This is an optimization exercise on Yosys and OpenROAD, whose aim is small area, not a production implementation. Only simulation tests tie the RTL to the original design; equivalence was not proved. No run shown here takes its clock network from TritonCTS; it comes from the design's own scripts or RTL. The flow treats the clock pin as an ideal source. Dropping or thinning the clock tree relies on that and would not hold on a real chip. No activity file was given, so power comes from the tool's default toggle rates.

==> flow/design.v <==
`timescale 1ns / 1ps
module Elevator(input CLK,
                input RST,
                input [1:0] mode,
                input [3:0] request,
                output [3:0] currentFloor1,
                output [3:0] currentFloor2,
                output doorOpen1,
                output doorOpen2,
                output [3:0] listingLeds,
                output listBusy,
                output reg state);
reg  [31:0] poolv;
reg  [7:0]  lp;
reg  [3:0]  floor1, floor2;
wire [3:0] pool [0:9];
wire [7:0] nz;
wire [7:0] m;
genvar g;
generate for (g = 0; g < 8; g = g + 1) begin : g_slot
  assign pool[g] = poolv[4*g +: 4];
  assign nz[g] = (pool[g] != 4'd0);
  assign m[g]  = (pool[g] == request);
end endgenerate
assign pool[8] = 4'd0;
assign pool[9] = 4'd0;
assign currentFloor1 = floor1;
assign currentFloor2 = floor2;
assign doorOpen1 = ~state | ~nz[0];
assign doorOpen2 = ~state | ~nz[1];
wire lb = (lp != 8'd0);
assign listBusy = lb;
reg [3:0] leds;
integer q;
always @* begin
  leds = 4'd0;
  for (q = 0; q < 8; q = q + 1)
    leds = leds | ({4{lp[q]}} & pool[q]);
end
assign listingLeds = leds;
wire idle = ~state;
wire work = state | (mode == 2'd3);
wire add  = idle & (mode == 2'd0) & ~|m & ~nz[7];
wire del  = idle & (mode == 2'd2) & (request != 4'd0);
wire lst  = idle & (mode == 2'd1);
wire [7:0] s;
assign s[0] = m[0];
generate for (g = 1; g < 8; g = g + 1) begin : g_pre
  assign s[g] = s[g-1] | m[g];
end endgenerate
wire delok = del & s[7];
wire [7:0] w;
assign w[0] = ~nz[0];
generate for (g = 1; g < 8; g = g + 1) begin : g_w
  assign w[g] = ~nz[g] & nz[g-1];
end endgenerate
wire r1 = state & ~nz[0];
wire r2 = state & ~nz[1];
wire [3:0] e1 = r1 ? pool[2] : pool[0];
wire [3:0] e2 = r2 ? (r1 ? pool[3] : pool[2]) : pool[1];
wire sh2 = r1 & r2;
wire sh1 = r1 ^ r2;
wire [4:0] d1 = {1'b0, e1} - {1'b0, floor1};
wire [4:0] d2 = {1'b0, e2} - {1'b0, floor2};
wire up1 = ~d1[4] & (d1[3:0] != 4'd0);
wire up2 = ~d2[4] & (d2[3:0] != 4'd0);
wire dn1 = d1[4] & (e1 != 4'd0);
wire dn2 = d2[4] & (e2 != 4'd0);
wire [3:0] nf1 = floor1 + {dn1, dn1, dn1, up1 | dn1};
wire [3:0] nf2 = floor2 + {dn2, dn2, dn2, up2 | dn2};
wire adj1 = (d1 == 5'd0) | (d1 == 5'd1) | (d1 == 5'h1f) | (e1 == 4'd0);
wire adj2 = (d2 == 5'd0) | (d2 == 5'd1) | (d2 == 5'h1f) | (e2 == 4'd0);
wire [3:0] nt1 = adj1 ? 4'd0 : e1;
wire [3:0] nt2 = adj2 ? 4'd0 : e2;
wire head_nz = sh2 ? nz[4] : sh1 ? nz[3] : nz[2];
wire nstate = ~adj1 | ~adj2 | head_nz;
wire [7:0] lpn = {lp[6:0], ~lb} & nz;
wire nrst = ~RST;
wire wk_s2 = nrst & work & sh2;
wire wk_s1 = nrst & work & sh1;
wire wk_k  = nrst & work & ~sh1 & ~sh2;
wire id_a  = nrst & ~work & add;
wire id_d  = nrst & ~work & delok;
wire id_k  = nrst & ~work;
wire nt1s  = nrst & work & ~adj1;
wire nt2s  = nrst & work & ~adj2;
wire [31:0] poolnx;
generate for (g = 0; g < 8; g = g + 1) begin : g_next
  wire sd = id_d & s[g];
  wire sk = (id_k & ~(delok & s[g])) | ((g >= 2) ? wk_k : 1'b0);
  wire s1 = sd | ((g >= 2) ? wk_s1 : 1'b0);
  wire s2 = (g >= 2) ? wk_s2 : 1'b0;
  wire sr = id_a & w[g];
  wire [3:0] tn = (g == 0) ? ({4{nt1s}} & e1) : (g == 1) ? ({4{nt2s}} & e2) : 4'd0;
  assign poolnx[4*g +: 4] = ({4{sk}} & pool[g]) | ({4{s1}} & pool[g+1]) |
                            ({4{s2}} & pool[g+2]) | ({4{sr}} & request) | tn;
end endgenerate
always @(posedge CLK) begin
  poolv <= poolnx;
  if (RST) begin
    lp <= 8'd0;
    floor1 <= 4'd1;
    floor2 <= 4'd1;
    state <= 1'b0;
  end else begin
    if (work) begin
      floor1 <= nf1;
      floor2 <= nf2;
      state <= nstate;
      lp <= 8'd0;
    end else if (add | delok) begin
      lp <= 8'd0;
    end else if (lst) begin
      lp <= lpn;
    end
  end
end
endmodule
==> flow/flow/run.sh <==
#!/bin/bash
# Own flow:
#  1. the standard synthesis (standard.sh synth);
#  2. its combinational logic re-mapped for area with ABC, keeping every
#     flip-flop instance, name and cell (resynth.tcl; several ABC scripts are
#     tried and the smallest netlist is kept);
#  3. the standard layout from floorplan on, with buf_1 port buffers,
#     no large buffers for repair_design (resize_dont_use.tcl) and a
#     one-level clock tree built by hand before CTS (cts_manual.tcl).
# Each tool's output goes to a log file of its own in this folder.
set -euo pipefail
W=$(pwd)
F=$W/flow
YOSYS=$FLOW_HOME/../tools/install/yosys/bin/yosys
[ -x "$YOSYS" ] || YOSYS=yosys
R=$W/orfs/results/$FLOW_PLATFORM/Elevator/base
LIB=$FLOW_HOME/platforms/$FLOW_PLATFORM/lib/sky130_fd_sc_hd__tt_025C_1v80.lib

bash standard.sh synth > $W/log_std_synth.log 2>&1
cp $R/1_2_yosys.v $W/std_1_2_yosys.v

scripts="e2"
for i in $(seq 1 23); do scripts="$scripts e2s$i"; done
run_batch() {
  local pids=()
  for s in "$@"; do
    ( cd $W && FLOW_TOP=$FLOW_TOP LIBERTY=$LIB IN_V=$W/std_1_2_yosys.v ABC_SCRIPT=$F/$s.abc \
        OUT_V=$W/rs_$s.v OUT_STAT=$W/rs_$s.stat \
        timeout 900 $YOSYS -c $F/resynth.tcl > $W/log_resynth_$s.log 2>&1 ) &
    pids+=($!)
  done
  for p in "${pids[@]}"; do wait $p || true; done
}
# four at a time (the layout has 4 CPUs)
set -- $scripts
while [ $# -gt 0 ]; do
  batch=()
  for j in 1 2 3 4; do [ $# -gt 0 ] && { batch+=("$1"); shift; }; done
  run_batch "${batch[@]}"
done

best=""; besta=""
for s in $scripts; do
  [ -s $W/rs_$s.v ] && [ -s $W/rs_$s.stat ] || continue
  a=$(grep 'Chip area' $W/rs_$s.stat | awk '{print $NF}')
  [ -n "$a" ] || continue
  if [ -z "$besta" ] || awk "BEGIN{exit !($a < $besta)}"; then best=$s; besta=$a; fi
done
echo "resynth choice: ${best:-none} ${besta:-}" > $W/log_choice.log
if [ -n "$best" ]; then
  cp $W/rs_$best.v $R/1_2_yosys.v
  rm -f $R/1_synth.odb $R/1_synth.sdc
fi

export BUFFER_PORTS_ARGS="-buffer_cell sky130_fd_sc_hd__buf_1"
export PRE_CTS_TCL=$F/cts_manual.tcl
export MANUAL_CTS_SLEW=0.110
export PRE_RESIZE_TCL=$F/resize_dont_use.tcl
bash standard.sh finish "BUFFER_PORTS_ARGS=$BUFFER_PORTS_ARGS" "PRE_CTS_TCL=$PRE_CTS_TCL" "PRE_RESIZE_TCL=$PRE_RESIZE_TCL" > $W/log_std_finish.log 2>&1
==> flow/flow/cts_manual.tcl <==
# PRE_CTS_TCL hook: a one-level clock tree made by hand.  The clock port
# drives K clock buffers of one type; each drives one cluster of flip-flops
# (k-means on their placed positions).  The (K, buffer) pairs are tried from
# the smallest total buffer area up, and the first whose estimated slew at
# every flip-flop clock pin is below the target is kept.  TritonCTS is then
# skipped.
set cts_slew  [expr {[info exists ::env(MANUAL_CTS_SLEW)] ? $::env(MANUAL_CTS_SLEW) : 0.100}]

proc mcts_kmeans {sinks K} {
  set n [llength $sinks]
  set sorted [lsort -integer -index 1 $sinks]
  set cents {}
  for {set k 0} {$k < $K} {incr k} {
    set s [lindex $sorted [expr {int(($k + 0.5) * $n / $K)}]]
    lappend cents [list [lindex $s 1] [lindex $s 2]]
  }
  set assign {}
  for {set iter 0} {$iter < 30} {incr iter} {
    set assign {}
    foreach s $sinks {
      set best 0; set bd 1e30
      for {set k 0} {$k < $K} {incr k} {
        set c [lindex $cents $k]
        set d [expr {abs([lindex $s 1] - [lindex $c 0]) + abs([lindex $s 2] - [lindex $c 1])}]
        if {$d < $bd} { set bd $d; set best $k }
      }
      lappend assign $best
    }
    set newc {}
    for {set k 0} {$k < $K} {incr k} {
      set sx 0; set sy 0; set m 0
      foreach s $sinks a $assign {
        if {$a == $k} { set sx [expr {$sx + [lindex $s 1]}]; set sy [expr {$sy + [lindex $s 2]}]; incr m }
      }
      if {$m > 0} { lappend newc [list [expr {$sx / $m}] [expr {$sy / $m}]] } else { lappend newc [lindex $cents $k] }
    }
    set cents $newc
  }
  return [list $assign $cents]
}

set block [ord::get_db_block]
set cts_port [expr {[info exists ::env(MANUAL_CTS_PORT)] ? $::env(MANUAL_CTS_PORT) : "CLK"}]
set clk_port_net [[$block findBTerm $cts_port] getNet]
$clk_port_net setSigType CLOCK
set sinks {}
foreach it [$clk_port_net getITerms] {
  set b [[$it getInst] getBBox]
  lappend sinks [list $it [expr {([$b xMin] + [$b xMax]) / 2}] [expr {([$b yMin] + [$b yMax]) / 2}]]
}
set core [$block getCoreArea]
set_propagated_clock [all_clocks]
set cands {}
foreach bn {sky130_fd_sc_hd__clkbuf_4 sky130_fd_sc_hd__clkbuf_8 sky130_fd_sc_hd__clkbuf_16} {
  set bm [[ord::get_db] findMaster $bn]
  for {set K 1} {$K <= 4} {incr K} {
    lappend cands [list [expr {$K * [$bm getWidth]}] $K $bn]
  }
}
set cands [lsort -integer -index 0 $cands]
set ncand [llength $cands]
set ci 0
foreach cand $cands {
  incr ci
  lassign $cand _ K cts_buf
  set master [[ord::get_db] findMaster $cts_buf]
  if {$K > [llength $sinks]} { continue }
  lassign [mcts_kmeans $sinks $K] assign cents
  set made {}
  for {set k 0} {$k < $K} {incr k} {
    set inst [odb::dbInst_create $block $master clkbuf_leaf_$k]
    set net [odb::dbNet_create $block clknet_leaf_$k]
    $net setSigType CLOCK
    foreach s $sinks a $assign {
      if {$a == $k} { set it [lindex $s 0]; $it disconnect; $it connect $net }
    }
    [$inst findITerm A] connect $clk_port_net
    [$inst findITerm X] connect $net
    set c [lindex $cents $k]
    set x [expr {max([$core xMin], min([$core xMax] - [$master getWidth], [lindex $c 0]))}]
    set y [expr {max([$core yMin], min([$core yMax] - [$master getHeight], [lindex $c 1]))}]
    $inst setLocation $x $y
    $inst setPlacementStatus PLACED
    lappend made [list $inst $net]
  }
  estimate_parasitics -placement
  set mx 0
  foreach s $sinks {
    set it [lindex $s 0]
    set p [get_pins [[$it getInst] getName]/[[$it getMTerm] getName]]
    set sl [get_property $p slew_max]
    if {$sl > $mx} { set mx $sl }
  }
  puts "manual CTS: $K x $cts_buf, estimated max clock pin slew [format %.1f [expr {$mx * 1000.0}]] ps"
  if {$mx <= $cts_slew || $ci == $ncand} { break }
  foreach m $made {
    lassign $m inst net
    foreach it [$net getITerms] { $it disconnect; if {[$it getInst] ne $inst} { $it connect $clk_port_net } }
    odb::dbInst_destroy $inst
    odb::dbNet_destroy $net
  }
}

rename clock_tree_synthesis mcts_unused_clock_tree_synthesis
proc clock_tree_synthesis {args} { puts "clock tree already built by the PRE_CTS_TCL hook" }
==> flow/flow/e2.abc <==
strash
balance -l; resub -K 6 -l; rewrite -l; resub -K 6 -N 2 -l; refactor -l; resub -K 8 -l; balance -l; resub -K 8 -N 2 -l; rewrite -l; resub -K 10 -l; rewrite -z -l; resub -K 10 -N 2 -l; balance -l; resub -K 12 -l; refactor -z -l; resub -K 12 -N 2 -l; rewrite -z -l; balance -l
balance -l; resub -K 6 -l; rewrite -l; resub -K 6 -N 2 -l; refactor -l; resub -K 8 -l; balance -l; resub -K 8 -N 2 -l; rewrite -l; resub -K 10 -l; rewrite -z -l; resub -K 10 -N 2 -l; balance -l; resub -K 12 -l; refactor -z -l; resub -K 12 -N 2 -l; rewrite -z -l; balance -l
&get -n
&deepsyn -T 60
&put
balance -l; resub -K 6 -l; rewrite -l; resub -K 6 -N 2 -l; refactor -l; resub -K 8 -l; balance -l; resub -K 8 -N 2 -l; rewrite -l; resub -K 10 -l; rewrite -z -l; resub -K 10 -N 2 -l; balance -l; resub -K 12 -l; refactor -z -l; resub -K 12 -N 2 -l; rewrite -z -l; balance -l
&get -n
&dch -f
&nf -a -F 5 -A 5 -R 1000
&put
strash
&get -n
&dch -f
&nf -a -F 5 -A 5 -R 1000
&put
==> flow/flow/e2s1.abc <==
strash
balance -l; resub -K 6 -l; rewrite -l; resub -K 6 -N 2 -l; refactor -l; resub -K 8 -l; balance -l; resub -K 8 -N 2 -l; rewrite -l; resub -K 10 -l; rewrite -z -l; resub -K 10 -N 2 -l; balance -l; resub -K 12 -l; refactor -z -l; resub -K 12 -N 2 -l; rewrite -z -l; balance -l
balance -l; resub -K 6 -l; rewrite -l; resub -K 6 -N 2 -l; refactor -l; resub -K 8 -l; balance -l; resub -K 8 -N 2 -l; rewrite -l; resub -K 10 -l; rewrite -z -l; resub -K 10 -N 2 -l; balance -l; resub -K 12 -l; refactor -z -l; resub -K 12 -N 2 -l; rewrite -z -l; balance -l
&get -n
&deepsyn -S 1 -T 60
&put
balance -l; resub -K 6 -l; rewrite -l; resub -K 6 -N 2 -l; refactor -l; resub -K 8 -l; balance -l; resub -K 8 -N 2 -l; rewrite -l; resub -K 10 -l; rewrite -z -l; resub -K 10 -N 2 -l; balance -l; resub -K 12 -l; refactor -z -l; resub -K 12 -N 2 -l; rewrite -z -l; balance -l
&get -n
&dch -f
&nf -a -F 5 -A 5 -R 1000
&put
strash
&get -n
&dch -f
&nf -a -F 5 -A 5 -R 1000
&put
==> flow/flow/e2s10.abc <==
strash
balance -l; resub -K 6 -l; rewrite -l; resub -K 6 -N 2 -l; refactor -l; resub -K 8 -l; balance -l; resub -K 8 -N 2 -l; rewrite -l; resub -K 10 -l; rewrite -z -l; resub -K 10 -N 2 -l; balance -l; resub -K 12 -l; refactor -z -l; resub -K 12 -N 2 -l; rewrite -z -l; balance -l
balance -l; resub -K 6 -l; rewrite -l; resub -K 6 -N 2 -l; refactor -l; resub -K 8 -l; balance -l; resub -K 8 -N 2 -l; rewrite -l; resub -K 10 -l; rewrite -z -l; resub -K 10 -N 2 -l; balance -l; resub -K 12 -l; refactor -z -l; resub -K 12 -N 2 -l; rewrite -z -l; balance -l
&get -n
&deepsyn -S 10 -T 60
&put
balance -l; resub -K 6 -l; rewrite -l; resub -K 6 -N 2 -l; refactor -l; resub -K 8 -l; balance -l; resub -K 8 -N 2 -l; rewrite -l; resub -K 10 -l; rewrite -z -l; resub -K 10 -N 2 -l; balance -l; resub -K 12 -l; refactor -z -l; resub -K 12 -N 2 -l; rewrite -z -l; balance -l
&get -n
&dch -f
&nf -a -F 5 -A 5 -R 1000
&put
strash
&get -n
&dch -f
&nf -a -F 5 -A 5 -R 1000
&put
==> flow/flow/e2s11.abc <==
strash
balance -l; resub -K 6 -l; rewrite -l; resub -K 6 -N 2 -l; refactor -l; resub -K 8 -l; balance -l; resub -K 8 -N 2 -l; rewrite -l; resub -K 10 -l; rewrite -z -l; resub -K 10 -N 2 -l; balance -l; resub -K 12 -l; refactor -z -l; resub -K 12 -N 2 -l; rewrite -z -l; balance -l
balance -l; resub -K 6 -l; rewrite -l; resub -K 6 -N 2 -l; refactor -l; resub -K 8 -l; balance -l; resub -K 8 -N 2 -l; rewrite -l; resub -K 10 -l; rewrite -z -l; resub -K 10 -N 2 -l; balance -l; resub -K 12 -l; refactor -z -l; resub -K 12 -N 2 -l; rewrite -z -l; balance -l
&get -n
&deepsyn -S 11 -T 60
&put
balance -l; resub -K 6 -l; rewrite -l; resub -K 6 -N 2 -l; refactor -l; resub -K 8 -l; balance -l; resub -K 8 -N 2 -l; rewrite -l; resub -K 10 -l; rewrite -z -l; resub -K 10 -N 2 -l; balance -l; resub -K 12 -l; refactor -z -l; resub -K 12 -N 2 -l; rewrite -z -l; balance -l
&get -n
&dch -f
&nf -a -F 5 -A 5 -R 1000
&put
strash
&get -n
&dch -f
&nf -a -F 5 -A 5 -R 1000
&put
==> flow/flow/e2s12.abc <==
strash
balance -l; resub -K 6 -l; rewrite -l; resub -K 6 -N 2 -l; refactor -l; resub -K 8 -l; balance -l; resub -K 8 -N 2 -l; rewrite -l; resub -K 10 -l; rewrite -z -l; resub -K 10 -N 2 -l; balance -l; resub -K 12 -l; refactor -z -l; resub -K 12 -N 2 -l; rewrite -z -l; balance -l
balance -l; resub -K 6 -l; rewrite -l; resub -K 6 -N 2 -l; refactor -l; resub -K 8 -l; balance -l; resub -K 8 -N 2 -l; rewrite -l; resub -K 10 -l; rewrite -z -l; resub -K 10 -N 2 -l; balance -l; resub -K 12 -l; refactor -z -l; resub -K 12 -N 2 -l; rewrite -z -l; balance -l
&get -n
&deepsyn -S 12 -T 60
&put
balance -l; resub -K 6 -l; rewrite -l; resub -K 6 -N 2 -l; refactor -l; resub -K 8 -l; balance -l; resub -K 8 -N 2 -l; rewrite -l; resub -K 10 -l; rewrite -z -l; resub -K 10 -N 2 -l; balance -l; resub -K 12 -l; refactor -z -l; resub -K 12 -N 2 -l; rewrite -z -l; balance -l
&get -n
&dch -f
&nf -a -F 5 -A 5 -R 1000
&put
strash
&get -n
&dch -f
&nf -a -F 5 -A 5 -R 1000
&put
==> flow/flow/e2s13.abc <==
strash
balance -l; resub -K 6 -l; rewrite -l; resub -K 6 -N 2 -l; refactor -l; resub -K 8 -l; balance -l; resub -K 8 -N 2 -l; rewrite -l; resub -K 10 -l; rewrite -z -l; resub -K 10 -N 2 -l; balance -l; resub -K 12 -l; refactor -z -l; resub -K 12 -N 2 -l; rewrite -z -l; balance -l
balance -l; resub -K 6 -l; rewrite -l; resub -K 6 -N 2 -l; refactor -l; resub -K 8 -l; balance -l; resub -K 8 -N 2 -l; rewrite -l; resub -K 10 -l; rewrite -z -l; resub -K 10 -N 2 -l; balance -l; resub -K 12 -l; refactor -z -l; resub -K 12 -N 2 -l; rewrite -z -l; balance -l
&get -n
&deepsyn -S 13 -T 60
&put
balance -l; resub -K 6 -l; rewrite -l; resub -K 6 -N 2 -l; refactor -l; resub -K 8 -l; balance -l; resub -K 8 -N 2 -l; rewrite -l; resub -K 10 -l; rewrite -z -l; resub -K 10 -N 2 -l; balance -l; resub -K 12 -l; refactor -z -l; resub -K 12 -N 2 -l; rewrite -z -l; balance -l
&get -n
&dch -f
&nf -a -F 5 -A 5 -R 1000
&put
strash
&get -n
&dch -f
&nf -a -F 5 -A 5 -R 1000
&put
==> flow/flow/e2s14.abc <==
strash
balance -l; resub -K 6 -l; rewrite -l; resub -K 6 -N 2 -l; refactor -l; resub -K 8 -l; balance -l; resub -K 8 -N 2 -l; rewrite -l; resub -K 10 -l; rewrite -z -l; resub -K 10 -N 2 -l; balance -l; resub -K 12 -l; refactor -z -l; resub -K 12 -N 2 -l; rewrite -z -l; balance -l
balance -l; resub -K 6 -l; rewrite -l; resub -K 6 -N 2 -l; refactor -l; resub -K 8 -l; balance -l; resub -K 8 -N 2 -l; rewrite -l; resub -K 10 -l; rewrite -z -l; resub -K 10 -N 2 -l; balance -l; resub -K 12 -l; refactor -z -l; resub -K 12 -N 2 -l; rewrite -z -l; balance -l
&get -n
&deepsyn -S 14 -T 60
&put
balance -l; resub -K 6 -l; rewrite -l; resub -K 6 -N 2 -l; refactor -l; resub -K 8 -l; balance -l; resub -K 8 -N 2 -l; rewrite -l; resub -K 10 -l; rewrite -z -l; resub -K 10 -N 2 -l; balance -l; resub -K 12 -l; refactor -z -l; resub -K 12 -N 2 -l; rewrite -z -l; balance -l
&get -n
&dch -f
&nf -a -F 5 -A 5 -R 1000
&put
strash
&get -n
&dch -f
&nf -a -F 5 -A 5 -R 1000
&put
==> flow/flow/e2s15.abc <==
strash
balance -l; resub -K 6 -l; rewrite -l; resub -K 6 -N 2 -l; refactor -l; resub -K 8 -l; balance -l; resub -K 8 -N 2 -l; rewrite -l; resub -K 10 -l; rewrite -z -l; resub -K 10 -N 2 -l; balance -l; resub -K 12 -l; refactor -z -l; resub -K 12 -N 2 -l; rewrite -z -l; balance -l
balance -l; resub -K 6 -l; rewrite -l; resub -K 6 -N 2 -l; refactor -l; resub -K 8 -l; balance -l; resub -K 8 -N 2 -l; rewrite -l; resub -K 10 -l; rewrite -z -l; resub -K 10 -N 2 -l; balance -l; resub -K 12 -l; refactor -z -l; resub -K 12 -N 2 -l; rewrite -z -l; balance -l
&get -n
&deepsyn -S 15 -T 60
&put
balance -l; resub -K 6 -l; rewrite -l; resub -K 6 -N 2 -l; refactor -l; resub -K 8 -l; balance -l; resub -K 8 -N 2 -l; rewrite -l; resub -K 10 -l; rewrite -z -l; resub -K 10 -N 2 -l; balance -l; resub -K 12 -l; refactor -z -l; resub -K 12 -N 2 -l; rewrite -z -l; balance -l
&get -n
&dch -f
&nf -a -F 5 -A 5 -R 1000
&put
strash
&get -n
&dch -f
&nf -a -F 5 -A 5 -R 1000
&put
==> flow/flow/e2s16.abc <==
strash
balance -l; resub -K 6 -l; rewrite -l; resub -K 6 -N 2 -l; refactor -l; resub -K 8 -l; balance -l; resub -K 8 -N 2 -l; rewrite -l; resub -K 10 -l; rewrite -z -l; resub -K 10 -N 2 -l; balance -l; resub -K 12 -l; refactor -z -l; resub -K 12 -N 2 -l; rewrite -z -l; balance -l
balance -l; resub -K 6 -l; rewrite -l; resub -K 6 -N 2 -l; refactor -l; resub -K 8 -l; balance -l; resub -K 8 -N 2 -l; rewrite -l; resub -K 10 -l; rewrite -z -l; resub -K 10 -N 2 -l; balance -l; resub -K 12 -l; refactor -z -l; resub -K 12 -N 2 -l; rewrite -z -l; balance -l
&get -n
&deepsyn -S 16 -T 60
&put
balance -l; resub -K 6 -l; rewrite -l; resub -K 6 -N 2 -l; refactor -l; resub -K 8 -l; balance -l; resub -K 8 -N 2 -l; rewrite -l; resub -K 10 -l; rewrite -z -l; resub -K 10 -N 2 -l; balance -l; resub -K 12 -l; refactor -z -l; resub -K 12 -N 2 -l; rewrite -z -l; balance -l
&get -n
&dch -f
&nf -a -F 5 -A 5 -R 1000
&put
strash
&get -n
&dch -f
&nf -a -F 5 -A 5 -R 1000
&put
==> flow/flow/e2s17.abc <==
strash
balance -l; resub -K 6 -l; rewrite -l; resub -K 6 -N 2 -l; refactor -l; resub -K 8 -l; balance -l; resub -K 8 -N 2 -l; rewrite -l; resub -K 10 -l; rewrite -z -l; resub -K 10 -N 2 -l; balance -l; resub -K 12 -l; refactor -z -l; resub -K 12 -N 2 -l; rewrite -z -l; balance -l
balance -l; resub -K 6 -l; rewrite -l; resub -K 6 -N 2 -l; refactor -l; resub -K 8 -l; balance -l; resub -K 8 -N 2 -l; rewrite -l; resub -K 10 -l; rewrite -z -l; resub -K 10 -N 2 -l; balance -l; resub -K 12 -l; refactor -z -l; resub -K 12 -N 2 -l; rewrite -z -l; balance -l
&get -n
&deepsyn -S 17 -T 60
&put
balance -l; resub -K 6 -l; rewrite -l; resub -K 6 -N 2 -l; refactor -l; resub -K 8 -l; balance -l; resub -K 8 -N 2 -l; rewrite -l; resub -K 10 -l; rewrite -z -l; resub -K 10 -N 2 -l; balance -l; resub -K 12 -l; refactor -z -l; resub -K 12 -N 2 -l; rewrite -z -l; balance -l
&get -n
&dch -f
&nf -a -F 5 -A 5 -R 1000
&put
strash
&get -n
&dch -f
&nf -a -F 5 -A 5 -R 1000
&put
==> flow/flow/e2s18.abc <==
strash
balance -l; resub -K 6 -l; rewrite -l; resub -K 6 -N 2 -l; refactor -l; resub -K 8 -l; balance -l; resub -K 8 -N 2 -l; rewrite -l; resub -K 10 -l; rewrite -z -l; resub -K 10 -N 2 -l; balance -l; resub -K 12 -l; refactor -z -l; resub -K 12 -N 2 -l; rewrite -z -l; balance -l
balance -l; resub -K 6 -l; rewrite -l; resub -K 6 -N 2 -l; refactor -l; resub -K 8 -l; balance -l; resub -K 8 -N 2 -l; rewrite -l; resub -K 10 -l; rewrite -z -l; resub -K 10 -N 2 -l; balance -l; resub -K 12 -l; refactor -z -l; resub -K 12 -N 2 -l; rewrite -z -l; balance -l
&get -n
&deepsyn -S 18 -T 60
&put
balance -l; resub -K 6 -l; rewrite -l; resub -K 6 -N 2 -l; refactor -l; resub -K 8 -l; balance -l; resub -K 8 -N 2 -l; rewrite -l; resub -K 10 -l; rewrite -z -l; resub -K 10 -N 2 -l; balance -l; resub -K 12 -l; refactor -z -l; resub -K 12 -N 2 -l; rewrite -z -l; balance -l
&get -n
&dch -f
&nf -a -F 5 -A 5 -R 1000
&put
strash
&get -n
&dch -f
&nf -a -F 5 -A 5 -R 1000
&put
==> flow/flow/e2s19.abc <==
strash
balance -l; resub -K 6 -l; rewrite -l; resub -K 6 -N 2 -l; refactor -l; resub -K 8 -l; balance -l; resub -K 8 -N 2 -l; rewrite -l; resub -K 10 -l; rewrite -z -l; resub -K 10 -N 2 -l; balance -l; resub -K 12 -l; refactor -z -l; resub -K 12 -N 2 -l; rewrite -z -l; balance -l
balance -l; resub -K 6 -l; rewrite -l; resub -K 6 -N 2 -l; refactor -l; resub -K 8 -l; balance -l; resub -K 8 -N 2 -l; rewrite -l; resub -K 10 -l; rewrite -z -l; resub -K 10 -N 2 -l; balance -l; resub -K 12 -l; refactor -z -l; resub -K 12 -N 2 -l; rewrite -z -l; balance -l
&get -n
&deepsyn -S 19 -T 60
&put
balance -l; resub -K 6 -l; rewrite -l; resub -K 6 -N 2 -l; refactor -l; resub -K 8 -l; balance -l; resub -K 8 -N 2 -l; rewrite -l; resub -K 10 -l; rewrite -z -l; resub -K 10 -N 2 -l; balance -l; resub -K 12 -l; refactor -z -l; resub -K 12 -N 2 -l; rewrite -z -l; balance -l
&get -n
&dch -f
&nf -a -F 5 -A 5 -R 1000
&put
strash
&get -n
&dch -f
&nf -a -F 5 -A 5 -R 1000
&put
==> flow/flow/e2s2.abc <==
strash
balance -l; resub -K 6 -l; rewrite -l; resub -K 6 -N 2 -l; refactor -l; resub -K 8 -l; balance -l; resub -K 8 -N 2 -l; rewrite -l; resub -K 10 -l; rewrite -z -l; resub -K 10 -N 2 -l; balance -l; resub -K 12 -l; refactor -z -l; resub -K 12 -N 2 -l; rewrite -z -l; balance -l
balance -l; resub -K 6 -l; rewrite -l; resub -K 6 -N 2 -l; refactor -l; resub -K 8 -l; balance -l; resub -K 8 -N 2 -l; rewrite -l; resub -K 10 -l; rewrite -z -l; resub -K 10 -N 2 -l; balance -l; resub -K 12 -l; refactor -z -l; resub -K 12 -N 2 -l; rewrite -z -l; balance -l
&get -n
&deepsyn -S 2 -T 60
&put
balance -l; resub -K 6 -l; rewrite -l; resub -K 6 -N 2 -l; refactor -l; resub -K 8 -l; balance -l; resub -K 8 -N 2 -l; rewrite -l; resub -K 10 -l; rewrite -z -l; resub -K 10 -N 2 -l; balance -l; resub -K 12 -l; refactor -z -l; resub -K 12 -N 2 -l; rewrite -z -l; balance -l
&get -n
&dch -f
&nf -a -F 5 -A 5 -R 1000
&put
strash
&get -n
&dch -f
&nf -a -F 5 -A 5 -R 1000
&put
==> flow/flow/e2s20.abc <==
strash
balance -l; resub -K 6 -l; rewrite -l; resub -K 6 -N 2 -l; refactor -l; resub -K 8 -l; balance -l; resub -K 8 -N 2 -l; rewrite -l; resub -K 10 -l; rewrite -z -l; resub -K 10 -N 2 -l; balance -l; resub -K 12 -l; refactor -z -l; resub -K 12 -N 2 -l; rewrite -z -l; balance -l
balance -l; resub -K 6 -l; rewrite -l; resub -K 6 -N 2 -l; refactor -l; resub -K 8 -l; balance -l; resub -K 8 -N 2 -l; rewrite -l; resub -K 10 -l; rewrite -z -l; resub -K 10 -N 2 -l; balance -l; resub -K 12 -l; refactor -z -l; resub -K 12 -N 2 -l; rewrite -z -l; balance -l
&get -n
&deepsyn -S 20 -T 60
&put
balance -l; resub -K 6 -l; rewrite -l; resub -K 6 -N 2 -l; refactor -l; resub -K 8 -l; balance -l; resub -K 8 -N 2 -l; rewrite -l; resub -K 10 -l; rewrite -z -l; resub -K 10 -N 2 -l; balance -l; resub -K 12 -l; refactor -z -l; resub -K 12 -N 2 -l; rewrite -z -l; balance -l
&get -n
&dch -f
&nf -a -F 5 -A 5 -R 1000
&put
strash
&get -n
&dch -f
&nf -a -F 5 -A 5 -R 1000
&put
==> flow/flow/e2s21.abc <==
strash
balance -l; resub -K 6 -l; rewrite -l; resub -K 6 -N 2 -l; refactor -l; resub -K 8 -l; balance -l; resub -K 8 -N 2 -l; rewrite -l; resub -K 10 -l; rewrite -z -l; resub -K 10 -N 2 -l; balance -l; resub -K 12 -l; refactor -z -l; resub -K 12 -N 2 -l; rewrite -z -l; balance -l
balance -l; resub -K 6 -l; rewrite -l; resub -K 6 -N 2 -l; refactor -l; resub -K 8 -l; balance -l; resub -K 8 -N 2 -l; rewrite -l; resub -K 10 -l; rewrite -z -l; resub -K 10 -N 2 -l; balance -l; resub -K 12 -l; refactor -z -l; resub -K 12 -N 2 -l; rewrite -z -l; balance -l
&get -n
&deepsyn -S 21 -T 60
&put
balance -l; resub -K 6 -l; rewrite -l; resub -K 6 -N 2 -l; refactor -l; resub -K 8 -l; balance -l; resub -K 8 -N 2 -l; rewrite -l; resub -K 10 -l; rewrite -z -l; resub -K 10 -N 2 -l; balance -l; resub -K 12 -l; refactor -z -l; resub -K 12 -N 2 -l; rewrite -z -l; balance -l
&get -n
&dch -f
&nf -a -F 5 -A 5 -R 1000
&put
strash
&get -n
&dch -f
&nf -a -F 5 -A 5 -R 1000
&put
==> flow/flow/e2s22.abc <==
strash
balance -l; resub -K 6 -l; rewrite -l; resub -K 6 -N 2 -l; refactor -l; resub -K 8 -l; balance -l; resub -K 8 -N 2 -l; rewrite -l; resub -K 10 -l; rewrite -z -l; resub -K 10 -N 2 -l; balance -l; resub -K 12 -l; refactor -z -l; resub -K 12 -N 2 -l; rewrite -z -l; balance -l
balance -l; resub -K 6 -l; rewrite -l; resub -K 6 -N 2 -l; refactor -l; resub -K 8 -l; balance -l; resub -K 8 -N 2 -l; rewrite -l; resub -K 10 -l; rewrite -z -l; resub -K 10 -N 2 -l; balance -l; resub -K 12 -l; refactor -z -l; resub -K 12 -N 2 -l; rewrite -z -l; balance -l
&get -n
&deepsyn -S 22 -T 60
&put
balance -l; resub -K 6 -l; rewrite -l; resub -K 6 -N 2 -l; refactor -l; resub -K 8 -l; balance -l; resub -K 8 -N 2 -l; rewrite -l; resub -K 10 -l; rewrite -z -l; resub -K 10 -N 2 -l; balance -l; resub -K 12 -l; refactor -z -l; resub -K 12 -N 2 -l; rewrite -z -l; balance -l
&get -n
&dch -f
&nf -a -F 5 -A 5 -R 1000
&put
strash
&get -n
&dch -f
&nf -a -F 5 -A 5 -R 1000
&put
==> flow/flow/e2s23.abc <==
strash
balance -l; resub -K 6 -l; rewrite -l; resub -K 6 -N 2 -l; refactor -l; resub -K 8 -l; balance -l; resub -K 8 -N 2 -l; rewrite -l; resub -K 10 -l; rewrite -z -l; resub -K 10 -N 2 -l; balance -l; resub -K 12 -l; refactor -z -l; resub -K 12 -N 2 -l; rewrite -z -l; balance -l
balance -l; resub -K 6 -l; rewrite -l; resub -K 6 -N 2 -l; refactor -l; resub -K 8 -l; balance -l; resub -K 8 -N 2 -l; rewrite -l; resub -K 10 -l; rewrite -z -l; resub -K 10 -N 2 -l; balance -l; resub -K 12 -l; refactor -z -l; resub -K 12 -N 2 -l; rewrite -z -l; balance -l
&get -n
&deepsyn -S 23 -T 60
&put
balance -l; resub -K 6 -l; rewrite -l; resub -K 6 -N 2 -l; refactor -l; resub -K 8 -l; balance -l; resub -K 8 -N 2 -l; rewrite -l; resub -K 10 -l; rewrite -z -l; resub -K 10 -N 2 -l; balance -l; resub -K 12 -l; refactor -z -l; resub -K 12 -N 2 -l; rewrite -z -l; balance -l
&get -n
&dch -f
&nf -a -F 5 -A 5 -R 1000
&put
strash
&get -n
&dch -f
&nf -a -F 5 -A 5 -R 1000
&put
==> flow/flow/e2s3.abc <==
strash
balance -l; resub -K 6 -l; rewrite -l; resub -K 6 -N 2 -l; refactor -l; resub -K 8 -l; balance -l; resub -K 8 -N 2 -l; rewrite -l; resub -K 10 -l; rewrite -z -l; resub -K 10 -N 2 -l; balance -l; resub -K 12 -l; refactor -z -l; resub -K 12 -N 2 -l; rewrite -z -l; balance -l
balance -l; resub -K 6 -l; rewrite -l; resub -K 6 -N 2 -l; refactor -l; resub -K 8 -l; balance -l; resub -K 8 -N 2 -l; rewrite -l; resub -K 10 -l; rewrite -z -l; resub -K 10 -N 2 -l; balance -l; resub -K 12 -l; refactor -z -l; resub -K 12 -N 2 -l; rewrite -z -l; balance -l
&get -n
&deepsyn -S 3 -T 60
&put
balance -l; resub -K 6 -l; rewrite -l; resub -K 6 -N 2 -l; refactor -l; resub -K 8 -l; balance -l; resub -K 8 -N 2 -l; rewrite -l; resub -K 10 -l; rewrite -z -l; resub -K 10 -N 2 -l; balance -l; resub -K 12 -l; refactor -z -l; resub -K 12 -N 2 -l; rewrite -z -l; balance -l
&get -n
&dch -f
&nf -a -F 5 -A 5 -R 1000
&put
strash
&get -n
&dch -f
&nf -a -F 5 -A 5 -R 1000
&put
==> flow/flow/e2s4.abc <==
strash
balance -l; resub -K 6 -l; rewrite -l; resub -K 6 -N 2 -l; refactor -l; resub -K 8 -l; balance -l; resub -K 8 -N 2 -l; rewrite -l; resub -K 10 -l; rewrite -z -l; resub -K 10 -N 2 -l; balance -l; resub -K 12 -l; refactor -z -l; resub -K 12 -N 2 -l; rewrite -z -l; balance -l
balance -l; resub -K 6 -l; rewrite -l; resub -K 6 -N 2 -l; refactor -l; resub -K 8 -l; balance -l; resub -K 8 -N 2 -l; rewrite -l; resub -K 10 -l; rewrite -z -l; resub -K 10 -N 2 -l; balance -l; resub -K 12 -l; refactor -z -l; resub -K 12 -N 2 -l; rewrite -z -l; balance -l
&get -n
&deepsyn -S 4 -T 60
&put
balance -l; resub -K 6 -l; rewrite -l; resub -K 6 -N 2 -l; refactor -l; resub -K 8 -l; balance -l; resub -K 8 -N 2 -l; rewrite -l; resub -K 10 -l; rewrite -z -l; resub -K 10 -N 2 -l; balance -l; resub -K 12 -l; refactor -z -l; resub -K 12 -N 2 -l; rewrite -z -l; balance -l
&get -n
&dch -f
&nf -a -F 5 -A 5 -R 1000
&put
strash
&get -n
&dch -f
&nf -a -F 5 -A 5 -R 1000
&put
==> flow/flow/e2s5.abc <==
strash
balance -l; resub -K 6 -l; rewrite -l; resub -K 6 -N 2 -l; refactor -l; resub -K 8 -l; balance -l; resub -K 8 -N 2 -l; rewrite -l; resub -K 10 -l; rewrite -z -l; resub -K 10 -N 2 -l; balance -l; resub -K 12 -l; refactor -z -l; resub -K 12 -N 2 -l; rewrite -z -l; balance -l
balance -l; resub -K 6 -l; rewrite -l; resub -K 6 -N 2 -l; refactor -l; resub -K 8 -l; balance -l; resub -K 8 -N 2 -l; rewrite -l; resub -K 10 -l; rewrite -z -l; resub -K 10 -N 2 -l; balance -l; resub -K 12 -l; refactor -z -l; resub -K 12 -N 2 -l; rewrite -z -l; balance -l
&get -n
&deepsyn -S 5 -T 60
&put
balance -l; resub -K 6 -l; rewrite -l; resub -K 6 -N 2 -l; refactor -l; resub -K 8 -l; balance -l; resub -K 8 -N 2 -l; rewrite -l; resub -K 10 -l; rewrite -z -l; resub -K 10 -N 2 -l; balance -l; resub -K 12 -l; refactor -z -l; resub -K 12 -N 2 -l; rewrite -z -l; balance -l
&get -n
&dch -f
&nf -a -F 5 -A 5 -R 1000
&put
strash
&get -n
&dch -f
&nf -a -F 5 -A 5 -R 1000
&put
==> flow/flow/e2s6.abc <==
strash
balance -l; resub -K 6 -l; rewrite -l; resub -K 6 -N 2 -l; refactor -l; resub -K 8 -l; balance -l; resub -K 8 -N 2 -l; rewrite -l; resub -K 10 -l; rewrite -z -l; resub -K 10 -N 2 -l; balance -l; resub -K 12 -l; refactor -z -l; resub -K 12 -N 2 -l; rewrite -z -l; balance -l
balance -l; resub -K 6 -l; rewrite -l; resub -K 6 -N 2 -l; refactor -l; resub -K 8 -l; balance -l; resub -K 8 -N 2 -l; rewrite -l; resub -K 10 -l; rewrite -z -l; resub -K 10 -N 2 -l; balance -l; resub -K 12 -l; refactor -z -l; resub -K 12 -N 2 -l; rewrite -z -l; balance -l
&get -n
&deepsyn -S 6 -T 60
&put
balance -l; resub -K 6 -l; rewrite -l; resub -K 6 -N 2 -l; refactor -l; resub -K 8 -l; balance -l; resub -K 8 -N 2 -l; rewrite -l; resub -K 10 -l; rewrite -z -l; resub -K 10 -N 2 -l; balance -l; resub -K 12 -l; refactor -z -l; resub -K 12 -N 2 -l; rewrite -z -l; balance -l
&get -n
&dch -f
&nf -a -F 5 -A 5 -R 1000
&put
strash
&get -n
&dch -f
&nf -a -F 5 -A 5 -R 1000
&put
==> flow/flow/e2s7.abc <==
strash
balance -l; resub -K 6 -l; rewrite -l; resub -K 6 -N 2 -l; refactor -l; resub -K 8 -l; balance -l; resub -K 8 -N 2 -l; rewrite -l; resub -K 10 -l; rewrite -z -l; resub -K 10 -N 2 -l; balance -l; resub -K 12 -l; refactor -z -l; resub -K 12 -N 2 -l; rewrite -z -l; balance -l
balance -l; resub -K 6 -l; rewrite -l; resub -K 6 -N 2 -l; refactor -l; resub -K 8 -l; balance -l; resub -K 8 -N 2 -l; rewrite -l; resub -K 10 -l; rewrite -z -l; resub -K 10 -N 2 -l; balance -l; resub -K 12 -l; refactor -z -l; resub -K 12 -N 2 -l; rewrite -z -l; balance -l
&get -n
&deepsyn -S 7 -T 60
&put
balance -l; resub -K 6 -l; rewrite -l; resub -K 6 -N 2 -l; refactor -l; resub -K 8 -l; balance -l; resub -K 8 -N 2 -l; rewrite -l; resub -K 10 -l; rewrite -z -l; resub -K 10 -N 2 -l; balance -l; resub -K 12 -l; refactor -z -l; resub -K 12 -N 2 -l; rewrite -z -l; balance -l
&get -n
&dch -f
&nf -a -F 5 -A 5 -R 1000
&put
strash
&get -n
&dch -f
&nf -a -F 5 -A 5 -R 1000
&put
==> flow/flow/e2s8.abc <==
strash
balance -l; resub -K 6 -l; rewrite -l; resub -K 6 -N 2 -l; refactor -l; resub -K 8 -l; balance -l; resub -K 8 -N 2 -l; rewrite -l; resub -K 10 -l; rewrite -z -l; resub -K 10 -N 2 -l; balance -l; resub -K 12 -l; refactor -z -l; resub -K 12 -N 2 -l; rewrite -z -l; balance -l
balance -l; resub -K 6 -l; rewrite -l; resub -K 6 -N 2 -l; refactor -l; resub -K 8 -l; balance -l; resub -K 8 -N 2 -l; rewrite -l; resub -K 10 -l; rewrite -z -l; resub -K 10 -N 2 -l; balance -l; resub -K 12 -l; refactor -z -l; resub -K 12 -N 2 -l; rewrite -z -l; balance -l
&get -n
&deepsyn -S 8 -T 60
&put
balance -l; resub -K 6 -l; rewrite -l; resub -K 6 -N 2 -l; refactor -l; resub -K 8 -l; balance -l; resub -K 8 -N 2 -l; rewrite -l; resub -K 10 -l; rewrite -z -l; resub -K 10 -N 2 -l; balance -l; resub -K 12 -l; refactor -z -l; resub -K 12 -N 2 -l; rewrite -z -l; balance -l
&get -n
&dch -f
&nf -a -F 5 -A 5 -R 1000
&put
strash
&get -n
&dch -f
&nf -a -F 5 -A 5 -R 1000
&put
==> flow/flow/e2s9.abc <==
strash
balance -l; resub -K 6 -l; rewrite -l; resub -K 6 -N 2 -l; refactor -l; resub -K 8 -l; balance -l; resub -K 8 -N 2 -l; rewrite -l; resub -K 10 -l; rewrite -z -l; resub -K 10 -N 2 -l; balance -l; resub -K 12 -l; refactor -z -l; resub -K 12 -N 2 -l; rewrite -z -l; balance -l
balance -l; resub -K 6 -l; rewrite -l; resub -K 6 -N 2 -l; refactor -l; resub -K 8 -l; balance -l; resub -K 8 -N 2 -l; rewrite -l; resub -K 10 -l; rewrite -z -l; resub -K 10 -N 2 -l; balance -l; resub -K 12 -l; refactor -z -l; resub -K 12 -N 2 -l; rewrite -z -l; balance -l
&get -n
&deepsyn -S 9 -T 60
&put
balance -l; resub -K 6 -l; rewrite -l; resub -K 6 -N 2 -l; refactor -l; resub -K 8 -l; balance -l; resub -K 8 -N 2 -l; rewrite -l; resub -K 10 -l; rewrite -z -l; resub -K 10 -N 2 -l; balance -l; resub -K 12 -l; refactor -z -l; resub -K 12 -N 2 -l; rewrite -z -l; balance -l
&get -n
&dch -f
&nf -a -F 5 -A 5 -R 1000
&put
strash
&get -n
&dch -f
&nf -a -F 5 -A 5 -R 1000
&put
==> flow/flow/resize_dont_use.tcl <==
# PRE_RESIZE_TCL hook: repair_design fixes the few slow, heavily loaded nets
# with small buffers or resizing rather than with the largest buffers.
set_dont_use [list sky130_fd_sc_hd__buf_6 sky130_fd_sc_hd__buf_8 sky130_fd_sc_hd__buf_12 \
  sky130_fd_sc_hd__buf_16 sky130_fd_sc_hd__bufbuf_8 sky130_fd_sc_hd__bufbuf_16 \
  sky130_fd_sc_hd__clkbuf_8 sky130_fd_sc_hd__clkbuf_16]
==> flow/flow/resynth.tcl <==
# Re-map the combinational logic of the standard synthesis netlist for area.
# The flip-flops stay as they are (same instances, names and cells).
yosys -import
set lib $::env(LIBERTY)
read_liberty -ignore_miss_func $lib
read_verilog $::env(IN_V)
hierarchy -top $::env(FLOW_TOP)
blackbox sky130_fd_sc_hd__dfxtp_* sky130_fd_sc_hd__edfxtp_* sky130_fd_sc_hd__dfrtp_* sky130_fd_sc_hd__dfstp_* sky130_fd_sc_hd__dfxbp_* sky130_fd_sc_hd__dfrbp_* sky130_fd_sc_hd__dfsbp_* sky130_fd_sc_hd__dfbbp_* sky130_fd_sc_hd__dfbbn_* sky130_fd_sc_hd__dfrtn_* sky130_fd_sc_hd__sdf* sky130_fd_sc_hd__sedf* sky130_fd_sc_hd__dl*
flatten
hierarchy -top $::env(FLOW_TOP)
opt -purge
abc -script $::env(ABC_SCRIPT) -liberty $lib -dont_use *probe* -dont_use *lpflow* -dont_use *clkinv* -dont_use *clkbuf* -dont_use *dly* -dont_use *clkdly*
opt_clean -purge
hilomap -singleton -hicell sky130_fd_sc_hd__conb_1 HI -locell sky130_fd_sc_hd__conb_1 LO
splitnets
opt_clean -purge
tee -o $::env(OUT_STAT) stat -liberty $lib
write_verilog -noattr -nohex -nodec $::env(OUT_V)
==> flow/standard.sh <==
#!/bin/bash
# synth_recipe.tcl (not shown) runs the flow's synth.tcl, then flattens the netlist and writes it again
# the make line also repeats each setting of config.mk as NAME=value (left out here)
make -C /OpenROAD-flow-scripts/flow DESIGN_CONFIG=/design/flow/config.mk WORK_HOME=/design/flow/orfs CLKGATE_MAP_FILE= SYNTH_SCRIPT=/design/flow/synth_recipe.tcl "${@:-finish}"
==> flow/config.mk <==
export PLATFORM = sky130hd
export DESIGN_NAME = Elevator
export DESIGN_NICKNAME = Elevator
export VERILOG_FILES = /design/flow/design.v
export SDC_FILE = /design/flow/constraint.sdc
export NUM_CORES = 4
export LEC_CHECK = 0
export CAP_MARGIN = 20
export CORE_MARGIN = 2
export CORE_UTILIZATION = 70
export GPL_TIMING_DRIVEN = 0
export PLACE_DENSITY = 0.85
export SLEW_MARGIN = 20
==> flow/constraint.sdc <==
create_clock -name core_clock -period 10.0 [get_ports {CLK}]
set_input_delay 2.0000 -clock core_clock [delete_from_list [all_inputs] [get_ports {CLK}]]
set_output_delay 2.0000 -clock core_clock [all_outputs]
set_load 0.01 [all_outputs]
==> impl_metrics.yaml, run 1 <==
critical_path:
  reg2reg_depth: 15
  startpoint_type: "input pin"
  reg2reg_to: "floor2[2]$_SDFFE_PP0P_"
  crit_type: "in2reg"
  r2r_start: "poolv[2]$_DFF_P_"
  crit_arrival_ns: 5.92
  crit_buf_inv: 1
  cp_slowest_cell: "buf_1"
  worst_ep_required_time_ns: 10.09
  end_kind: "flop"
  path_max_fanout: 11
  crit_path_cell_trace: "buf_1, xnor2_1, nand4_1, a21boi_0, o41a_1, o41a_1, o41a_1, o41a_1, o41a_1, o41ai_1, or4_1, nor3_1, nor3b_1, nand2_1, nand3_1"
  critPathTopFamily: "simple AND/OR/NAND/NOR gates"
  cpMostUsedCell: "o41a_1"
  slowest_delay_ns: 0.57
  reg2reg_slack_ns: 5.73
finish:
  drive_gt1_share_pct: 1.07
  area_growth_syn_to_layout_pct: 7.27
  fin_nets: 384
  diodes: 0
flow_run:
  drv_cap: 0
drt:
  wl_mm: 8.66
  drtIter0Drc: 502
  ant_nets: 0
  wire_per_inst_um: 20.4
  vias: 3215
  route.detailed.drc: 0
  firstDrtPassIters: 8
  viasPerCell: 7.58
global_route:
  grt_max_degree: 27
  grt_remaining_overflow: 0
  grt_pass1_wl_mm: 13.5
  antenna_found_initial: 0
  grt_pass1_vias: 2775
  track_usage_pct: 37.8
pwr:
  vdd_ir_drop_max_v: 0.000160
  power_density_nw_per_um2: 108
  leakagePower_nw: 1.12
sta:
  slew_headroom_pct: 26.5
  hold_slack_ns: 0.529
  hold_violations: 0
  fin_crit_sh_pct: 58.3
  setup_tns_ns: 0
  rsz0062_at_grt: "false"
  tightest_slew_ns: 1.09
  fmax_mhz: 171
  maxSlewViolCount: 0
  period_needed_ns: 5.83
  setup_viol: 0
  finalClockSkew_ns: 0.0131
floorplanning:
  dieArea_um2: 4640
  num_rows: 23
  core_region_area_um2: 3970
  start_util_pct: 72.4
  dieWidth_um: 68.1
  ios: 24
  fp.dieH_um: 68.1
placement:
  gp_congestion: 0.990
  portBuffers: 23
  dp_hpwl_mm: 6.10
min_path:
  holdCritPathClass: "reg2reg"
  worstHoldStart: "floor2[3]$_SDFFE_PP0P_"
  holdPathEnd: "floor2[3]$_SDFFE_PP0P_"
  whs_path_depth: 2
synth:
  syn_area_per_cell_um2: 8.26
  synthCells: 348
  synthesis.nets: 356
  yosys_warnings: 1
  syn_area_um2: 2880
clock_tree:
  ctsHoldBuffers: 0
  path_clk_slew_ns: 0.08
  post_cts_buffers: 0
  post_cts_resized: 0
  clkLatencyLatePin_ns: 0.16
status:
  status: "complete, no violations"
## state kept, by name (all words and copies together) (netlist names)
name    count
floor1      4
floor2      4
lp          8
poolv      32
state       1
## layout make-up
type                       count  area, um^2
multi-input combinational    292        1870
sequential                    49         981
fill                         317         887
timing repair buffer          24        91.3
tap                           50        62.6
buffer                         2        50.0
inverter                       7        26.3
## report_power, final
| part | total [mW] | switching, mW | internal (mW) |
|---|---|---|---|
| Combinational | 0.0492 | 0.0332 | 0.0160 |
| Clock | 0.0843 | 0.0476 | 0.0367 |
| Sequential | 0.201 | 0.00388 | 0.197 |
| Total | 0.334 | 0.0847 | 0.250 |
## metrics by stage
step | cells | utilization (%) | area [um^2] | total power, mW | setup slack [ns]
2_1_floorplan | 348 | - | 2880 | 0.237 | 5.33
3_3_place_gp | 421 | 76.1 | 3020 | 0.251 | 4.26
3_5_place_dp | 422 | 76.4 | 3030 | 0.252 | 4.21
4_1_cts | 424 | 77.7 | 3080 | 0.332 | 4.35
5_1_grt | 424 | 77.7 | 3080 | 0.345 | 3.87
6_report | 424 | 77.7 | 3080 | 0.334 | 4.17
## layout by cell type, fill, tap and decap left out, types with 2 or more instances in the layout
| cell | instances |
|---|---|
| nor2_1 | 27 |
| a21oi_1 | 18 |
| o41ai_1 | 2 |
| clkbuf_16 | 2 |
| or4_1 | 7 |
| o211ai_1 | 4 |
| a221oi_1 | 8 |
| o221ai_1 | 3 |
| o21bai_1 | 2 |
| o41a_1 | 5 |
| a22o_1 | 5 |
| nor3_1 | 9 |
| a31oi_1 | 3 |
| a211oi_1 | 5 |
| a21boi_0 | 3 |
| nor2b_1 | 2 |
| inv_1 | 7 |
| o21ai_0 | 39 |
| dfxtp_1 | 49 |
| and2_0 | 3 |
| xnor2_1 | 8 |
| xor2_1 | 29 |
| a32o_1 | 7 |
| nand2b_1 | 4 |
| nand4_1 | 2 |
| nor4_1 | 6 |
| a21o_1 | 3 |
| a222oi_1 | 17 |
| nand2_1 | 42 |
| buf_1 | 23 |
| nand3_1 | 10 |
| a22oi_1 | 11 |
## worst max-delay path by stage
| stage | depth (start not counted) | slack, ns | endpoint | start |
|---|---|---|---|---|
| 2_1_floorplan | 14 | 5.33 | poolv[20]$_DFF_P_ | request[0] |
| 6_report | 15 | 4.17 | poolv[20]$_DFF_P_ | request[3] |
| 3_5_place_dp | 15 | 4.21 | poolv[20]$_DFF_P_ | request[0] |
| 3_3_place_gp | 15 | 4.26 | poolv[23]$_DFF_P_ | request[0] |
| 5_1_grt | 15 | 3.87 | poolv[20]$_DFF_P_ | request[3] |
| 4_1_cts | 15 | 4.35 | poolv[20]$_DFF_P_ | request[0] |
## tightest hold or removal path: cells and delay by family (launching register included)
| family | cells | cell delay, ns |
|---|---|---|
| DFF | 1 | 0.36 |
| AOI/OAI and AO/OA | 1 | 0.05 |
| buffers and inverters | 1 | 0.07 |
## metal layers
layer  GRT usage, %  routed length, um  vias to the layer above
li1               -                  -                     1435
met1           52.4               3380                     1495
met2           58.3               3860                      250
met3           6.41               1150                       35
met4           15.0                261                        0
met5              0                  0                        -
==> inputs of run 2 (changes only) <==
--- a/flow/flow/run.sh
+++ b/flow/flow/run.sh
@@ -56,3 +56,3 @@
 export PRE_CTS_TCL=$F/cts_manual.tcl
-export MANUAL_CTS_SLEW=0.110
+export MANUAL_CTS_SLEW=0.118
 export PRE_RESIZE_TCL=$F/resize_dont_use.tcl
--- a/flow/flow/cts_manual.tcl
+++ b/flow/flow/cts_manual.tcl
@@ -2,5 +2,6 @@
 # drives K clock buffers of one type; each drives one cluster of flip-flops
-# (k-means on their placed positions).  The (K, buffer) pairs are tried from
-# the smallest total buffer area up, and the first whose estimated slew at
-# every flip-flop clock pin is below the target is kept.  TritonCTS is then
+# (k-means on their placed positions, from four different starts).  The
+# (K, buffer) pairs are tried from the smallest total buffer area up, and the
+# first whose estimated slew at every flip-flop clock pin is below the target
+# is kept.  TritonCTS is then
 # skipped.
@@ -8,5 +9,17 @@
 
-proc mcts_kmeans {sinks K} {
+proc mcts_kmeans {sinks K init} {
   set n [llength $sinks]
-  set sorted [lsort -integer -index 1 $sinks]
+  set keyed {}
+  foreach s $sinks {
+    set x [lindex $s 1]; set y [lindex $s 2]
+    switch $init {
+      0 { set key $x }
+      1 { set key $y }
+      2 { set key [expr {$x + $y}] }
+      default { set key [expr {$x - $y}] }
+    }
+    lappend keyed [list $key $s]
+  }
+  set sorted {}
+  foreach ks [lsort -integer -index 0 $keyed] { lappend sorted [lindex $ks 1] }
   set cents {}
@@ -62,8 +75,11 @@
 set ci 0
-foreach cand $cands {
+set tries {}
+foreach cand $cands { foreach init {0 1 2 3} { lappend tries [concat $cand $init] } }
+set ncand [llength $tries]
+foreach cand $tries {
   incr ci
-  lassign $cand _ K cts_buf
+  lassign $cand _ K cts_buf init
   set master [[ord::get_db] findMaster $cts_buf]
   if {$K > [llength $sinks]} { continue }
-  lassign [mcts_kmeans $sinks $K] assign cents
+  lassign [mcts_kmeans $sinks $K $init] assign cents
   set made {}
@@ -93,3 +109,3 @@
   }
-  puts "manual CTS: $K x $cts_buf, estimated max clock pin slew [format %.1f [expr {$mx * 1000.0}]] ps"
+  puts "manual CTS: $K x $cts_buf (start $init), estimated max clock pin slew [format %.1f [expr {$mx * 1000.0}]] ps"
   if {$mx <= $cts_slew || $ci == $ncand} { break }
==> impl_metrics.yaml, run 2 <==
min_path:
  whs_path_depth: 2
  holdPathEnd: "floor2[3]$_SDFFE_PP0P_"
  holdCritPathClass: "reg2reg"
  worstHoldStart: "floor2[3]$_SDFFE_PP0P_"
critical_path:
  crit_arrival_ns: 5.91
  worst_ep_required_time_ns: 10.07
  reg2reg_slack_ns: 5.72
  r2r_start: "poolv[1]$_DFF_P_"
  path_max_fanout: 11
  crit_type: "in2reg"
  reg2reg_to: "floor2[2]$_SDFFE_PP0P_"
  reg2reg_depth: 15
  end_kind: "flop"
  startpoint_type: "input pin"
floorplanning:
  start_util_pct: 72.4
  core_region_area_um2: 3970
  dieArea_um2: 4640
  num_rows: 23
  ios: 24
  dieWidth_um: 68.1
  fp.dieH_um: 68.1
clock_tree:
  post_cts_resized: 0
  post_cts_buffers: 0
  path_clk_slew_ns: 0.10
  ctsHoldBuffers: 0
  clkLatencyLatePin_ns: 0.17
finish:
  drive_gt1_share_pct: 1.33
  regMostFlops: "poolv"
  fin_nets: 385
  largest_registers: "poolv (32), lp (8)"
  diodes: 0
  layout_commonest_cell: "dfxtp_1"
  final_util_pct: 77.4
  mostFrequentLayoutCells: "49 x dfxtp_1, 42 x nand2_1, 39 x o21ai_0"
  largest_register_ffs: 32
  area_growth_syn_to_layout_pct: 6.96
global_route:
  track_usage_pct: 37.1
  grt_remaining_overflow: 0
  antenna_found_initial: 0
  grt_max_degree: 23
  grt_pass1_vias: 2781
  grt_pass1_wl_mm: 13.3
synth:
  syn_area_um2: 2880
  syn_area_per_cell_um2: 8.26
  synthesis.nets: 356
  synthCells: 348
  yosys_warnings: 1
drt:
  wire_per_inst_um: 20.3
  drtIter0Drc: 405
  wl_met2_mm: 3.78
  route.detailed.drc: 0
  wl_met3_mm: 1.10
  viasPerCell: 7.52
  ant_nets: 0
  drt-met1-wl_mm: 3.40
  top_layer_used: "met4"
  vias: 3194
  firstDrtPassIters: 7
  wl_mm: 8.62
sta:
  slew_headroom_pct: 25.2
  rsz0062_at_grt: "false"
  setup_viol: 0
  period_needed_ns: 5.84
  maxSlewViolCount: 0
  setup_tns_ns: 0
  fmax_mhz: 171
  tightest_slew_ns: 1.12
  finalClockSkew_ns: 0.0393
  fin_crit_sh_pct: 58.4
  hold_violations: 0
pwr:
  vdd_ir_drop_max_v: 0.000119
  leakagePower_nw: 1.12
  power_density_nw_per_um2: 106
placement:
  dp_hpwl_mm: 6.10
  gp_congestion: 0.990
  portBuffers: 23
flow_run:
  drv_cap: 0
status:
  status: "complete, no violations"
## run 2: critical path, stage by stage
cell	delay (ns)
buf_1	0.56
xnor2_1	0.13
nand4_1	0.15
a21boi_0	0.28
o41a_1	0.22
o41a_1	0.16
o41a_1	0.16
o41a_1	0.18
o41a_1	0.18
o41ai_1	0.12
or4_1	0.52
nor3_1	0.41
nor3b_1	0.55
nand2_1	0.11
nand3_1	0.15
## run 2: how the worst max path moves through the flow
stage	start	to	slack (ns)	cells past startpoint
finish	request[3]	poolv[20]$_DFF_P_	4.16	15
global route	request[3]	poolv[20]$_DFF_P_	3.84	15
CTS	request[0]	poolv[20]$_DFF_P_	4.33	15
detailed placement	request[0]	poolv[20]$_DFF_P_	4.21	15
global placement	request[0]	poolv[23]$_DFF_P_	4.26	15
floorplan	request[0]	poolv[20]$_DFF_P_	5.33	14
## run 2: metal layers
layer  vias up  track usage (%)
met5         -                0
met4         0             17.3
met3        49             6.41
met2       249             57.2
met1      1457             50.2
li1       1439                -
## run 2: power by group
group / switching (mW) / leakage, nW / internal [mW]
Combinational: 0.0328 / 0.704 / 0.0160
Sequential: 0.00391 / 0.395 / 0.197
Clock: 0.0484 / 0.0216 / 0.0278
Total: 0.0850 / 1.12 / 0.241
## run 2: per-stage QoR
step                      hold slack [ns]  setup WS [ns]  std cells  area, um^2  total power [mW]
after detailed placement            0.514           4.21        422        3030             0.252
after floorplan                     0.493           5.33        348        2880             0.237
final                               0.524           4.16        425        3080             0.326
after CTS                           0.527           4.33        425        3080             0.324
after global placement              0.495           4.26        421        3020             0.251
after global routing                0.555           3.84        425        3080             0.336
## run 2: final cells by class
| class | instances | area (um^2) |
|---|---|---|
| plain buffers | 3 | 41.3 |
| fillers | 316 | 896 |
| inverters | 7 | 26.3 |
| multi-input cells | 292 | 1870 |
| flip-flops and latches | 49 | 981 |
| well taps | 50 | 62.6 |
| repair buffers | 24 | 91.3 |
==> inputs of run 3 (changes only) <==
--- a/flow/design.v
+++ b/flow/design.v
@@ -13,3 +13,3 @@
 reg  [31:0] poolv;
-reg  [7:0]  lp;
+reg  [4:0]  lj;
 reg  [3:0]  floor1, floor2;
@@ -30,3 +30,5 @@
 assign doorOpen2 = ~state | ~nz[1];
-wire lb = (lp != 8'd0);
+wire [7:0] lp = {lj[3] & ~lj[2], lj[2] & ~lj[1], lj[1] & ~lj[0], lj[4] & lj[0],
+                 lj[3] & ~lj[4], lj[2] & ~lj[3], lj[1] & ~lj[2], lj[0] & ~lj[1]};
+wire lb = lj[0] | lj[3];
 assign listBusy = lb;
@@ -76,3 +78,4 @@
 wire nstate = ~adj1 | ~adj2 | head_nz;
-wire [7:0] lpn = {lp[6:0], ~lb} & nz;
+wire ladv = |({lp[6:0], ~lb} & nz);
+wire [4:0] ljn = ladv ? {lj[3:0], ~lj[4]} : 5'd0;
 wire nrst = ~RST;
@@ -100,3 +103,3 @@
   if (RST) begin
-    lp <= 8'd0;
+    lj <= 5'd0;
     floor1 <= 4'd1;
@@ -109,7 +112,7 @@
       state <= nstate;
-      lp <= 8'd0;
+      lj <= 5'd0;
     end else if (add | delok) begin
-      lp <= 8'd0;
+      lj <= 5'd0;
     end else if (lst) begin
-      lp <= lpn;
+      lj <= ljn;
     end
--- a/flow/flow/run.sh
+++ b/flow/flow/run.sh
@@ -56,3 +56,3 @@
 export PRE_CTS_TCL=$F/cts_manual.tcl
-export MANUAL_CTS_SLEW=0.118
+export MANUAL_CTS_SLEW=0.110
 export PRE_RESIZE_TCL=$F/resize_dont_use.tcl
==> impl_metrics.yaml, run 3 <==
status:
  status: "complete, no violations"
clock_tree:
  path_clk_slew_ns: 0.10
  ctsHoldBuffers: 0
  post_cts_resized: 0
  clkLatencyLatePin_ns: 0.16
  post_cts_buffers: 0
critical_path:
  worst_ep_required_time_ns: 10.10
  reg2reg_slack_ns: 6.20
  path_max_fanout: 11
  critPathTopFamily: "compound AO/OA/AOI/OAI gates"
  end_kind: "flop"
  reg2reg_depth: 14
  startpoint_type: "input pin"
  slowest_delay_ns: 0.62
  cp_slowest_cell: "buf_1"
  crit_buf_inv: 1
  crit_arrival_ns: 5.96
  reg2reg_to: "poolv[9]$_DFF_P_"
  r2r_start: "poolv[3]$_DFF_P_"
  crit_type: "in2reg"
  crit_path_cell_trace: "buf_1, xnor2_1, nand4_1, o41a_1, o41ai_1, a41oi_1, o41ai_1, a41oi_1, o41ai_1, a41oi_1, nand3_1, nor2_1, and2_0, a222oi_1, nand2_1"
floorplanning:
  ios: 24
  dieArea_um2: 4640
  dieWidth_um: 68.1
  start_util_pct: 72.5
  core_region_area_um2: 3970
  fp.dieH_um: 68.1
  num_rows: 23
placement:
  gp_congestion: 1.01
  dp_hpwl_mm: 6.38
  dp.cells: 442
  portBuffers: 23
pwr:
  power_density_nw_per_um2: 109
  leakagePower_nw: 1.16
  vdd_ir_drop_max_v: 0.0000901
sta:
  hold_slack_ns: 0.545
  fin_crit_sh_pct: 58.6
  slew_headroom_pct: 32.0
  setup_viol: 0
  finalClockSkew_ns: 0.0154
  rsz0062_at_grt: "false"
  maxSlewViolCount: 0
  hold_violations: 0
  period_needed_ns: 5.86
  fmax_mhz: 171
  tightest_slew_ns: 1.02
  setup_tns_ns: 0
drt:
  vias: 3304
  wire_per_inst_um: 20.5
  drtIter0Drc: 703
  viasPerCell: 7.42
  ant_nets: 0
  firstDrtPassIters: 7
  route.detailed.drc: 0
  wl_mm: 9.14
flow_run:
  drv_cap: 0
finish:
  fillers: 309
  mostFrequentLayoutCells: "69 x nand2_1, 46 x dfxtp_1, 35 x nor2_1"
  fin_nets: 405
  largest_registers: "poolv (32), lj (5)"
  instances_no_fill: 445
  area_growth_syn_to_layout_pct: 6.82
  largest_register_ffs: 32
  diodes: 0
  regMostFlops: "poolv"
  layout_commonest_cell: "nand2_1"
  drive_gt1_share_pct: 1.01
global_route:
  track_usage_pct: 40.2
  grt_pass1_vias: 2987
  grt_remaining_overflow: 0
  grt_pass1_wl_mm: 14.3
  antenna_found_initial: 0
  grt_max_degree: 18
min_path:
  holdPathEnd: "poolv[19]$_DFF_P_"
  worstHoldStart: "poolv[19]$_DFF_P_"
  whs_path_depth: 2
  holdCritPathClass: "reg2reg"
synth:
  syn_area_per_cell_um2: 7.81
  synthesis.nets: 377
  syn_area_um2: 2880
  synthCells: 369
  yosys_warnings: 1
[run 3: layer usage]
layer,vias to the layer above,wire length (um),GRT usage [%]
li1,1483,-,-
met1,1477,3370,50.7
met2,290,4190,66.5
met3,54,1230,7.57
met4,0,350,17.5
met5,-,0,0
[run 3: area by class of cell]
class                           instances  area [um^2]  share of cell area, %
Multi-Input combinational cell        318         1950                   63.3
Sequential cell                        46          921                   29.9
Timing Repair Buffer                   23         86.3                   2.81
Tap cell                               50         62.6                   2.03
Buffer                                  3         41.3                   1.34
Inverter                                5         18.8                  0.610
[run 3: per-stage QoR]
stage / power, mW / worst slack, ns / instance area (um^2) / utilization [%]
2_1_floorplan: 0.243 / 5.73 / 2880 / -
3_3_place_gp: 0.258 / 4.50 / 3030 / 76.3
3_5_place_dp: 0.262 / 4.19 / 3040 / 76.4
4_1_cts: 0.331 / 4.27 / 3080 / 77.5
5_1_grt: 0.347 / 4.04 / 3080 / 77.5
6_report: 0.335 / 4.14 / 3080 / 77.5
[run 3: worst max path at each step]
stage                from           endpoint  slack, ns  cells after the start
2_1_floorplan  request[3]   poolv[9]$_DFF_P_       5.73                     14
3_3_place_gp   request[3]   poolv[6]$_DFF_P_       4.50                     15
3_5_place_dp   request[3]   poolv[9]$_DFF_P_       4.19                     15
4_1_cts        request[3]   poolv[9]$_DFF_P_       4.27                     15
5_1_grt        request[3]  poolv[18]$_DFF_P_       4.04                     15
6_report       request[3]   poolv[9]$_DFF_P_       4.14                     15
[run 3: worst register-to-register path, delay by kind of cell (launching register included)]
family / cells / cell delay (ns)
xor+xnor: 1 / 0.12
compound gates: 8 / 1.96
simple gates: 5 / 1.19
flops: 1 / 0.48
[run 3: power by group]
part / leakage [nW] / internal, mW / switching, mW
combinational: 0.767 / 0.0236 / 0.0422
sequential: 0.371 / 0.187 / 0.00688
clock: 0.0216 / 0.0278 / 0.0477
total: 1.16 / 0.238 / 0.0967

-- re-timing with driven ports --
No port has a modelled driver above. Below, the same layouts with a new extraction and two added sets of constraints. Step 1 (the two cells are an assumption about what drives the block):
set clk [get_ports {CLK}]
set_driving_cell -lib_cell sky130_fd_sc_hd__clkbuf_16 $clk
set_driving_cell -lib_cell sky130_fd_sc_hd__buf_2 [delete_from_list [all_inputs] $clk]
Step 2 times the ports against the registers' clock, not the clock port: input delays grow and output delays shrink by t, the midpoint of the rising clock arrivals with the driver on. Three values: no drivers, after step 1, after step 2; two values: the first two.
| run | t, ns | setup slack, ns | worst setup path after step 2 | latest minus earliest clock arrival (ns) | slew at the worst register clock pin (ns) |
|---|---|---|---|---|---|
| run 1 | 0.204 | 4.166 / 4.190 / 3.987 | input to register | 0.013 / 0.013 | 0.10 / 0.10 |
| run 2 | 0.207 | 4.161 / 4.189 / 3.982 | input to register | 0.040 / 0.039 | 0.12 / 0.12 |
| run 3 | 0.206 | 4.140 / 4.167 / 3.961 | input to register | 0.015 / 0.016 | 0.10 / 0.10 |
After both steps every run listed still meets setup and hold.
